This is an optimization exercise on Yosys and OpenROAD, whose aim is small area, a short achievable clock period and few clock cycles per item, not a production implementation.
Where RTL was checked, it was by simulation tests only, not by an equivalence proof against the original.
Power figures rest on the tool's default switching activity, not on a simulated workload.

==> flow/design.v (excerpt) <==
module mp_adder (
    input  wire         iAddSub,
    input  wire         iClk,
    input  wire         iRst,
    input  wire         iStart,
    input  wire [511:0] iOpA,
    input  wire [511:0] iOpB,
    output wire [512:0] oRes,
    output wire         oDone);
Size: roughly 4600 cells after synthesis, about 0.032 mm² of cells after synthesis.
clock: 5.0 ns
lec_check: 0
cap_margin: 20
core_area: 10 10 550 550
die_area: 0 0 560 560
gpl_timing_driven: 0
setup_slack_margin: 0.5
slew_margin: 20
synth_hierarchical: 1
standard.sh (not shown) runs the stock make flow with config.mk's settings and CLKGATE_MAP_FILE= SYNTH_SCRIPT=/design/flow/synth_recipe.tcl, a recipe that flattens the netlist after the stock synthesis.
==> flow/flow/run.sh <==
#!/bin/bash
# Standard ORFS layout (the standard.sh) with three changes to how it is done:
# - buffer_ports gives every input and output port a buf_1 cell (the resizer
#   still sizes them as timing needs) instead of the cell it picks by default;
# - the ports are placed in bit order round the die edge, each bit's
#   iOpA/iOpB/oRes side by side (flow/pinorder.tcl, before place_pins);
# - before the resize step's repair_design, high-fanout nets get buffer trees
#   built from their sinks' locations (flow/pre_resize.tcl, flow/tree.tcl).
set -euo pipefail
export BUFFER_PORTS_ARGS="-buffer_cell sky130_fd_sc_hd__buf_1"
export PRE_IO_PLACEMENT_TCL="$(pwd)/flow/pinorder.tcl"
export PRE_RESIZE_TCL="$(pwd)/flow/pre_resize.tcl"
bash standard.sh > standard_flow.log 2>&1
Other scripts of this flow, unchanged in this note and not shown: flow/flow/pinorder.tcl, flow/flow/pre_resize.tcl, flow/flow/tree.tcl
The first run produced a clean layout.
Edit:
--- a/flow/design.v
+++ b/flow/design.v
@@ -79,35 +79,28 @@
 `timescale 1ns / 1ps
 module mpa_bx (
     input  wire         s,
     input  wire [3:0] b,
     output wire [3:0] bx);
     assign bx = b ^ {4{s}};
 endmodule
 module mpa_xor (
     input  wire [3:0] a, b,
     output wire [3:0] y);
     assign y = a ^ b;
 endmodule
-module mpa_pg2 (
-    input  wire s,
-    input  wire [3:0] y, a,
-    output wire [3:0] p, g);
-    assign p = y ^ {4{s}};
-    assign g = a & ~p;
-endmodule
 module mpa_and (
     input  wire [3:0] a, b,
     output wire [3:0] y);
-    assign y = a & ~b;
+    assign y = a & b;
 endmodule
 module mpa_gp (
     input  wire [3:0] p, g,
     output wire        G, Pc);
     assign G  = g[3] | g[2] & p[3] | g[1] & p[2] & p[3] | g[0] & p[1] & p[2] & p[3];
     assign Pc = &p;
 endmodule
 module mpa_nd (
     input  wire gh, ph, gl, pl,
     output wire g, p);
     assign g = gh | (ph & gl);
     assign p = ph & pl;
@@ -117,34 +110,35 @@
     output wire g);
     assign g = gh | (ph & gl);
 endmodule
 module mp_adder (
     input  wire         iAddSub,
     input  wire         iClk,
     input  wire         iRst,
     input  wire         iStart,
     input  wire [511:0] iOpA,
     input  wire [511:0] iOpB,
     output wire [512:0] oRes,
     output wire         oDone);
-    wire [511:0] bx, p, g, c, sum;   
+    wire [511:0] bx, p, g, c, sum;
     wire [127:0] cg, cp, cc;
     reg  [127:1] rC;      
     reg         rCout;
     reg         rDone;
     wire [127:0] ci = {rC, iAddSub};
     genvar j;
     generate for (j = 0; j < 128; j = j + 1) begin : chunk
-        mpa_xor u_y   (.a(iOpA[4*j +: 4]), .b(iOpB[4*j +: 4]), .y(bx[4*j +: 4]));
-        mpa_pg2 u_pg  (.s(iAddSub), .y(bx[4*j +: 4]), .a(iOpA[4*j +: 4]), .p(p[4*j +: 4]), .g(g[4*j +: 4]));
+        mpa_bx  u_bx  (.s(iAddSub), .b(iOpB[4*j +: 4]), .bx(bx[4*j +: 4]));
+        mpa_xor u_p   (.a(iOpA[4*j +: 4]), .b(bx[4*j +: 4]), .y(p[4*j +: 4]));
+        mpa_and u_g   (.a(iOpA[4*j +: 4]), .b(bx[4*j +: 4]), .y(g[4*j +: 4]));
         mpa_gp  u_gp  (.p(p[4*j +: 4]), .g(g[4*j +: 4]), .G(cg[j]), .Pc(cp[j]));
         assign c[4*j] = ci[j];
         mpa_ng  u_c1  (.gh(g[4*j+0]), .ph(p[4*j+0]), .gl(c[4*j+0]), .g(c[4*j+1]));
         mpa_ng  u_c2  (.gh(g[4*j+1]), .ph(p[4*j+1]), .gl(c[4*j+1]), .g(c[4*j+2]));
         mpa_ng  u_c3  (.gh(g[4*j+2]), .ph(p[4*j+2]), .gl(c[4*j+2]), .g(c[4*j+3]));
         mpa_xor u_s   (.a(p[4*j +: 4]), .b(c[4*j +: 4]), .y(sum[4*j +: 4]));
     end endgenerate
     wire G0c;
     mpa_ng n0c (.gh(cg[0]), .ph(cp[0]), .gl(iAddSub), .g(G0c));
     wire G0;
     mpa_ng n0 (.gh(cg[1]), .ph(cp[1]), .gl(G0c), .g(G0));
     wire G1, P1;
Result: Total power is lower by 8.2%. Combinational power is lower by about 10%. Routed wire length is lower by 1.1%. Worst setup slack gains 0.032 ns. Count of clock-buffer cells in the layout stays the same.
Testbench counts after the change, summed over its fixed seeds: cycles 768, items 384.
No functional check of the RTL was part of the first run of this note.

========
mp_adder, a different RTL version from the one above (not shown whole).
Size: roughly 3,600 cells after synthesis, roughly 130 flip-flops.
export LEC_CHECK = 0
export CAP_MARGIN = 20
export CORE_AREA = 10 10 460 460
export DIE_AREA = 0 0 470 470
export GPL_TIMING_DRIVEN = 0
export SETUP_SLACK_MARGIN = 0.5
export SLEW_MARGIN = 20
export SYNTH_HIERARCHICAL = 1
create_clock -name core_clock -period 5.0 [get_ports {iClk}]
Scripts as last shown in full above: flow/flow/run.sh
Other scripts of this flow, unchanged in this note and not shown: flow/flow/pinorder.tcl, flow/flow/pre_resize.tcl, flow/flow/tree.tcl
The first run finished clean.
Testbench counts at the start, summed over its fixed seeds: cycles 768, items 384.
Rerun with:
--- a/flow/design.v
+++ b/flow/design.v
@@ -125,13 +125,13 @@
     input  wire [511:0] iOpB,
     output wire [512:0] oRes,
     output wire         oDone);
     wire [511:0] bx, p, g, c, sum;
     wire [127:0] cg, cp, cc;
     reg  [127:1] rC;      
-    reg         rCout;
+    reg         rCout;   
     reg         rDone;
     wire [127:0] ci = {rC, iAddSub};
     genvar j;
     generate for (j = 0; j < 128; j = j + 1) begin : chunk
         mpa_bx  u_bx  (.s(iAddSub), .b(iOpB[4*j +: 4]), .bx(bx[4*j +: 4]));
         mpa_ha  u_pg  (.a(iOpA[4*j +: 4]), .b(bx[4*j +: 4]), .p(p[4*j +: 4]), .g(g[4*j +: 4]));
@@ -1167,13 +1167,13 @@
     assign cc[124] = G444;
     assign cc[125] = G445;
     assign cc[126] = G446;
     assign cc[127] = G447;
     always @(posedge iClk) begin
         rC    <= cc[126:0];
-        rCout <= cc[127] & ~iAddSub;
+        rCout <= cc[127];
         if (iRst) rDone <= 1'b0;
         else      rDone <= iStart;
     end
-    assign oRes  = {rCout, sum};
+    assign oRes  = {rCout & ~iAddSub, sum};   
     assign oDone = rDone;
 endmodule
Critical path depth is unchanged.
Clock power barely changes.
Worst setup slack loses 0.057 ns.
Wire length stays flat.
Count of clock-buffer cells in the layout goes down by 1.
Cell count hardly moves.
Design area hardly moves.
Combinational power is about the same.
Power hardly moves.
Die area stays the same.
Global-route usage barely changes.
Non-clock buffer count goes down by 2.
Maximum frequency goes down by 1.3%.
Hold slack gains 0.0044 ns.
The RTL of the second run of this note was laid out without a check of its function.

==> what the ideal ports hide <==
In the flow no input, the clock included, has a driving cell. The finished layouts below were timed again as built, in two steps.
Step 1 (the two cells are an assumption about what drives the block):
set clk [get_ports {iClk}]
set_driving_cell -lib_cell sky130_fd_sc_hd__clkbuf_16 $clk
set_driving_cell -lib_cell sky130_fd_sc_hd__buf_2 [delete_from_list [all_inputs] $clk]
Step 2 times the ports against the registers' clock, not the clock port: input delays grow and output delays shrink by t, the midpoint of the rising clock arrivals with the driver on.
Slacks: ideal / step 1 / step 2; pairs: ideal / step 1.
| run | shift t [ns] | setup WS [ns] | hold slack, ns |
|---|---|---|---|
| the first run of note 1 | 0.647 | 0.532 / 0.585 / -0.062 | 0.639 / 0.576 / 1.223 |
| the second run of note 1 | 0.646 | 0.563 / 0.612 / -0.034 | 0.640 / 0.574 / 1.220 |
| the first run of note 2 | 0.588 | 0.602 / 0.629 / 0.041 | 0.688 / 0.637 / 1.225 |
| the second run of note 2 | 0.599 | 0.545 / 0.580 / -0.018 | 0.692 / 0.632 / 1.230 |
With both steps, setup timing fails in the first run of note 1, the second run of note 1 and the second run of note 2, where it was met with ideal ports. For the second run of note 1, which loses most, drivers alone change the setup slack by +0.049 ns; drivers and shift together by -0.597 ns.
